This is an optimization exercise on Yosys and OpenROAD, whose aim is small area, not a production implementation.
In this exercise RTL edits were held to simulation tests only and were not proved equivalent to the original.
Power is estimated from default activity; no workload was simulated. The flow treats the clock pin as an ideal source, which a real chip does not have.

// cardinal_ring
module cardinal_ring
#(
    parameter PAC_SIZE = 64
)
(
    input clk, reset,  
    input node0_pesi, node0_pero,
    output node0_peri, node0_peso,
    input [PAC_SIZE - 1:0] node0_pedi,
    output [PAC_SIZE - 1:0] node0_pedo,
    input node1_pesi, node1_pero,
    output node1_peri, node1_peso,
    input [PAC_SIZE - 1:0] node1_pedi,
    output [PAC_SIZE - 1:0] node1_pedo,
    input node2_pesi, node2_pero,
    output node2_peri, node2_peso,
    input [PAC_SIZE - 1:0] node2_pedi,
    output [PAC_SIZE - 1:0] node2_pedo,
    input node3_pesi, node3_pero,
    output node3_peri, node3_peso,
    input [PAC_SIZE - 1:0] node3_pedi,
    output [PAC_SIZE - 1:0] node3_pedo,
    output node0_polarity, node1_polarity, node2_polarity, node3_polarity
);
clock: 4.5 ns
lec_check: 0
cap_margin: 20
core_margin: 2
core_utilization: 40
place_density: 0.6
slew_margin: 20
synth_hierarchical: 1
synth_minimum_keep_size: 0
standard.sh (not shown) runs the stock make flow with config.mk's settings and CLKGATE_MAP_FILE= SYNTH_SCRIPT=/design/flow/synth_recipe.tcl, a recipe that flattens the netlist after the stock synthesis.
==> flow/flow/run.sh <==
#!/bin/bash
# Standard ORFS layout, with the smallest buffer on the ports and a clock tree
# without dummy loads and with larger sink clusters.
set -euo pipefail
export BUFFER_PORTS_ARGS="-buffer_cell sky130_fd_sc_hd__buf_1"
export CTS_ARGS="-sink_clustering_enable -repair_clock_nets -dont_use_dummy_load -sink_clustering_size 25 -sink_clustering_max_diameter 80"
bash standard.sh > standard.log 2>&1
Rerun with:
==> flow/flow/run.sh (replaced) <==
#!/bin/bash
# Standard ORFS layout, with the smallest buffer on the ports and a clock tree
# without dummy loads and with larger sink clusters.
set -euo pipefail
export BUFFER_PORTS_ARGS="-buffer_cell sky130_fd_sc_hd__buf_1"
export CTS_ARGS="-sink_clustering_enable -repair_clock_nets -dont_use_dummy_load -sink_clustering_size 30 -sink_clustering_max_diameter 100"
bash standard.sh > standard.log 2>&1
--- a/flow/config.mk
+++ b/flow/config.mk
@@ -6,9 +6,9 @@
 export NUM_CORES = 4
 export LEC_CHECK = 0
-export CAP_MARGIN = 20
+export CAP_MARGIN = 0
 export CORE_MARGIN = 2
-export CORE_UTILIZATION = 40
-export PLACE_DENSITY = 0.6
-export SLEW_MARGIN = 20
+export CORE_UTILIZATION = 60
+export PLACE_DENSITY = 0.75
+export SLEW_MARGIN = 0
 export SYNTH_HIERARCHICAL = 1
 export SYNTH_MINIMUM_KEEP_SIZE = 0
Result: Via count grows by 1.1%. Core utilization is higher by 21 points. Non-clock buffer count decreases by 15. Total power goes down by 3.9%. Cell area goes down by 2.3%. Sequential power is about the same. Global-route usage climbs by 9.5 points. Clock power falls by about 10%. Setup slack loses 0.20 ns. Clock-buffer cell count goes down by 32.
Rerun with:
--- a/flow/config.mk
+++ b/flow/config.mk
@@ -9,4 +9,6 @@
 export CORE_MARGIN = 2
 export CORE_UTILIZATION = 60
+export GPL_ROUTABILITY_DRIVEN = 0
+export GPL_TIMING_DRIVEN = 0
 export PLACE_DENSITY = 0.75
 export SLEW_MARGIN = 0
Effect: Synthesized cell count stays the same. Utilization is higher by 1.9 points. Clock skew is lower by 0.042 ns. Worst setup slack loses 0.065 ns. Via count is higher by 1.5%. Critical path depth is higher by 4. Area after synthesis does not change. Clock power barely changes.
Rerun with:
==> flow/flow/run.sh (replaced) <==
#!/bin/bash
# Standard ORFS layout, with the smallest buffer on the ports and a clock tree
# without dummy loads and with larger sink clusters.
set -euo pipefail
export BUFFER_PORTS_ARGS="-buffer_cell sky130_fd_sc_hd__buf_1"
export CTS_ARGS="-sink_clustering_enable -repair_clock_nets -dont_use_dummy_load -sink_clustering_size 30 -sink_clustering_max_diameter 50"
bash standard.sh > standard.log 2>&1
--- a/flow/config.mk
+++ b/flow/config.mk
@@ -9,6 +9,4 @@
 export CORE_MARGIN = 2
 export CORE_UTILIZATION = 60
-export GPL_ROUTABILITY_DRIVEN = 0
-export GPL_TIMING_DRIVEN = 0
 export PLACE_DENSITY = 0.75
 export SLEW_MARGIN = 0
Outcome: The changed run ran to the end with no violations. Maximum frequency rose by 3.6%. Clock power rose by 21%. Power rose by 5.7%. Non-clock buffer count fell by 68. Routed wire length fell by 0.58%. Setup slack is better by 0.12 ns.

-- port drivers added, routing unchanged --
No port has a modelled driver above. Below, the same layouts with a new extraction and two added sets of constraints.
Step 1 sets driving cells, clkbuf_16 on the clock port and buf_2 on the other inputs (assumed; they add their load-dependent delay and slew).
Step 2 adds t to the input delays and takes it off the output delays; t is the mean of the earliest and latest rising clock arrival at the registers after step 1. Input paths then give back, and output paths get back, about the clock's delay inside the block.
Three values: ideal ports, drivers, drivers and shift; two values: the first two.
run | shift t [ns] | setup WS [ns] | latest minus earliest clock arrival (ns) | worst register clock-pin slew, ns
the first run | 0.880 | 1.387 / 1.302 / 1.503 | 0.118 / 0.118 | 0.10 / 0.10
the second run | 0.842 | 1.184 / 1.184 / 1.184 | 0.104 / 0.103 | 0.12 / 0.12
the third run | 0.850 | 1.119 / 1.119 / 1.119 | 0.052 / 0.052 | 0.12 / 0.12
the fourth run | 0.889 | 1.237 / 1.237 / 1.237 | 0.124 / 0.125 | 0.11 / 0.11
After both steps every run listed still meets setup and hold.
